Context: an optimization exercise on an open-source flow, tuned for small area, a short achievable clock period and few clock cycles per item. The choices shown serve that exercise and are no tape-out recipe.
RTL that was checked went through simulation tests only; none was proved equivalent to the original.
The flow treats the clock pin as an ideal source, which a real chip does not have.
Power figures rest on the tool's default switching activity, not on a simulated workload.

Setup of the baseline:
Design Convolution, start of the top module:
module Convolution(clk, rst_n, in_valid, weight_valid,
  In_IFM_1, In_IFM_2, In_IFM_3, In_IFM_4, In_IFM_5, In_IFM_6, In_IFM_7, In_IFM_8, In_IFM_9,
  In_Weight_1, In_Weight_2, In_Weight_3, In_Weight_4, In_Weight_5, In_Weight_6, In_Weight_7, In_Weight_8, In_Weight_9,
  out_valid, Out_OFM);
Size: ~170 I/O pins, roughly 0.024 mm² of cells after synthesis.
export LEC_CHECK = 0
export ABC_CLOCK_PERIOD_IN_PS = 2000
export CAP_MARGIN = 20
export CORE_MARGIN = 2
export CORE_UTILIZATION = 60
export PLACE_DENSITY = 0.7
export SLEW_MARGIN = 20
export SYNTH_HIERARCHICAL = 1
create_clock -name core_clock -period 8.0 [get_ports {clk}]
standard.sh (not shown) runs the stock make flow with config.mk's settings and CLKGATE_MAP_FILE= SYNTH_SCRIPT=/design/flow/synth_recipe.tcl, a recipe that flattens the netlist after the stock synthesis.
==> flow/flow/run.sh <==
#!/bin/bash
# Own flow: the standard ORFS flow (standard synthesis, same steps), with
#  - port buffers of a plain small buffer cell (every input and output port still gets one),
#  - a tighter setup-slack target for the resizer's timing repair.
# Each tool's full output goes to flow_*.log in this folder; ORFS's own per-step logs stay
# under orfs/logs/.
set -euo pipefail
MARGIN=$(cat flow/margin.txt 2>/dev/null || echo 5.4)
export BUFFER_PORTS_ARGS="-buffer_cell sky130_fd_sc_hd__buf_1"
bash standard.sh SETUP_SLACK_MARGIN=$MARGIN finish > flow_orfs.log 2>&1
==> flow/flow/margin.txt <==
5.2
## Diff of input files: the candidate against the baseline
diff --git a/flow/design.v b/flow/design.v
--- a/flow/design.v
+++ b/flow/design.v
@@ -2110,15 +2110,15 @@
   k2_1260 <= c1216;
   k2_1261 <= c1218;
   k2_1262 <= c1226;
 end
 wire [12:0] fa_a = {1'b1,c1284,s1283,k2_1259,k2_1256,s1279,s1277,s1275,s1273,s1271,s1269,s1267,c1264};
 wire [12:0] fa_b = {1'b1,1'b1,c1282,s1281,c1280,c1278,c1276,c1274,c1272,c1270,c1268,c1266,s1265};
 wire [12:0] hi;
-cpa #(.N(13)) u_cpa(.a(fa_a), .b(fa_b), .s(hi));
+cpa #(.N(13), .LV(4)) u_cpa(.a(fa_a), .b(fa_b), .s(hi));
 reg [19:0] ofm;
 always @(posedge clk) ofm <= {hi, ~{s1263,k2_1232,k2_1231,k2_1230,k2_1229,k2_1228,k2_1227}};
 assign Out_OFM = {1'd0, ofm};
 endmodule
 module fa(a, b, c, s, co);
 input a, b, c;
 output s, co;
@@ -2132,15 +2132,15 @@
 output [N-1:0] y;
 assign y = s ? a : b;
 endmodule
 module cpa(a, b, s);
 parameter N = 16;
 input [N-1:0] a, b;
 output [N-1:0] s;
-localparam LV = $clog2(N);
+parameter LV = 4;   
 wire [(LV+1)*N-1:0] g, p;
 assign g[N-1:0] = ~a & ~b;
 assign p[N-1:0] = a ^ b;
 genvar l, i;
 generate
   for (l = 0; l < LV; l = l + 1) begin : lvl
     for (i = 0; i < N; i = i + 1) begin : bt
--- outcome ---
- Looking at the candidate and the baseline, the data arrival time at the worst-slack endpoint is a wash.
- Met1 global-route usage: the candidate vs the baseline, no meaningful difference
- As far as first-iteration DRC count goes, the baseline and the candidate are indistinguishable; the numbers are identical.
- Sum of buffers and inverters on the critical path came out exactly the same in the candidate and the baseline.
- Compared with the baseline, in the candidate power was more or less identical; area of all placed cells without fillers was more or less identical; total CTS buffers was more or less identical.
Testbench counts of the candidate, summed over its fixed seeds: cycles 824, items 800.
Only the layout flow was run in the baseline; the RTL was not checked for function there.

========
north:
Convolution with an RTL version that a note above also has.
Size: roughly 1800 cells after synthesis.
==> module cpa, before the edit <==
module cpa(a, b, s);
parameter N = 16;
input [N-1:0] a, b;
output [N-1:0] s;
parameter LV = 4;   
wire [(LV+1)*N-1:0] g, p;
assign g[N-1:0] = ~a & ~b;
assign p[N-1:0] = a ^ b;
genvar l, i;
generate
  for (l = 0; l < LV; l = l + 1) begin : lvl
    for (i = 0; i < N; i = i + 1) begin : bt
      if (i >= (1 << l)) begin : op
        assign g[(l+1)*N+i] = g[l*N+i] | (p[l*N+i] & g[l*N+i-(1<<l)]);
        assign p[(l+1)*N+i] = p[l*N+i] & p[l*N+i-(1<<l)];
      end else begin : pass
        assign g[(l+1)*N+i] = g[l*N+i];
        assign p[(l+1)*N+i] = p[l*N+i];
      end
    end
  end
endgenerate
assign s = p[N-1:0] ^ {g[LV*N+N-2:LV*N], 1'b0};
endmodule
clock: 8.0 ns
lec_check: 0
abc_clock_period_in_ps: 2000
cap_margin: 20
core_margin: 2
core_utilization: 60
cts_cluster_diameter: 100
cts_cluster_size: 20
place_density: 0.7
slew_margin: 20
synth_hierarchical: 1
==> flow/flow/run.sh <==
#!/bin/bash
# Own flow: the standard ORFS flow (standard synthesis, same steps and scripts), with
#  - port buffers of a plain small buffer cell (every input and output port still gets one),
#  - a tighter setup-slack target for the resizer's timing repair (flow/margin.txt),
#  - optionally (flow/post_cts.tcl) a step after clock-tree synthesis that sizes down cells
#    that are faster than needed, keeping the same setup-slack target.
# Each tool's full output goes to flow_orfs.log in this folder; ORFS's per-step logs stay
# under orfs/logs/.
set -euo pipefail
MARGIN=$(cat flow/margin.txt 2>/dev/null || echo 5.0)
export BUFFER_PORTS_ARGS="-buffer_cell sky130_fd_sc_hd__buf_1"
if [[ -f flow/post_cts.tcl ]]; then
  export POST_CTS_TCL=$PWD/flow/post_cts.tcl
fi
export OWN_MARGIN=$MARGIN
bash standard.sh SETUP_SLACK_MARGIN=$MARGIN finish > flow_orfs.log 2>&1
==> flow/flow/post_cts.tcl <==
# After clock-tree synthesis and its timing repair: size down cells on paths with more
# setup slack than the target, then legalise the placement again.
estimate_parasitics -placement
repair_timing -recover_power 100 -setup_margin $::env(OWN_MARGIN) -verbose
detailed_placement
check_placement -verbose
Scripts as last shown in full above: flow/flow/margin.txt
Testbench counts of north, summed over its fixed seeds: cycles 824, items 800.
What west does differently from north at the input level:
--- a/flow/design.v
+++ b/flow/design.v
@@ -2133,26 +2133,26 @@
 assign y = s ? a : b;
 endmodule
 module cpa(a, b, s);
 parameter N = 16;
+parameter LV = 4;   
 input [N-1:0] a, b;
 output [N-1:0] s;
-parameter LV = 4;   
 wire [(LV+1)*N-1:0] g, p;
-assign g[N-1:0] = ~a & ~b;
+assign g[N-1:0] = {a[N-1:1] & b[N-1:1], a[0] | b[0]};   
 assign p[N-1:0] = a ^ b;
 genvar l, i;
 generate
   for (l = 0; l < LV; l = l + 1) begin : lvl
     for (i = 0; i < N; i = i + 1) begin : bt
-      if (i >= (1 << l)) begin : op
-        assign g[(l+1)*N+i] = g[l*N+i] | (p[l*N+i] & g[l*N+i-(1<<l)]);
-        assign p[(l+1)*N+i] = p[l*N+i] & p[l*N+i-(1<<l)];
+      if ((i >> l) % 2 == 1) begin : op
+        assign g[(l+1)*N+i] = g[l*N+i] | (p[l*N+i] & g[l*N+((i>>l)<<l)-1]);
+        assign p[(l+1)*N+i] = p[l*N+i] & p[l*N+((i>>l)<<l)-1];
       end else begin : pass
         assign g[(l+1)*N+i] = g[l*N+i];
         assign p[(l+1)*N+i] = p[l*N+i];
       end
     end
   end
 endgenerate
-assign s = p[N-1:0] ^ {g[LV*N+N-2:LV*N], 1'b0};
+assign s = ~(p[N-1:0] ^ {g[LV*N+N-2:LV*N], 1'b1});
 endmodule
Findings:
Delta (west minus north): relative contribution of the clock network to total power picked up an extra 0.4 points; minimum clock period after layout lost 0.044 ns; power lost about 2.5%.
On average cell area after synthesis, the higher figure sits with west, not north.
Against north, west comes in 0.22 points higher on layout overhead on the synthesized area.
Relative to north, the synthesized cell count of west is lower by 34.
Diff north -> west: area after synthesis down 130 um2; proportion of cell area occupied by registers essentially unchanged.
Going from north to west, portion of total power attributed to combinational logic -1.3 points, share of the cycle needed by the critical path after routing decreased by 0.54 points relative to the old numbers, storage element area has remained practically unchanged.
Testbench counts of west, summed over its fixed seeds: cycles 824, items 800.

==> port drivers added, routing unchanged <==
No port has a modelled driver above. Below, the same layouts with a new extraction and two added sets of constraints.
Step 1 assumes that a clkbuf_16 drives the clock port and a buf_2 every other input.
Step 2 also shifts input and output timing later by t, the mid clock arrival at the registers, as if the neighbouring blocks saw the same clock.
a / b / c = ideal / step 1 / step 2; a / b = the first two.
run | shift t [ns] | setup slack, ns | clock arrival spread, ns | worst data-port slew with drivers (ns) | pins driven straight from the clock port
the baseline | 0.621 | 5.205 / 5.205 / 4.806 | 0.017 / 0.017 | 0.05 | 1
the candidate | 0.621 | 5.205 / 5.205 / 4.806 | 0.017 / 0.017 | 0.05 | 1
north | 0.612 | 5.179 / 5.179 / 4.777 | 0.028 / 0.028 | 0.05 | 1
west | 0.607 | 5.222 / 5.222 / 4.793 | 0.037 / 0.037 | 0.05 | 1
After both steps every run listed still meets setup and hold. The setup slack of west, which loses most, moves by 0.000 ns with the drivers and by -0.429 ns with both steps.
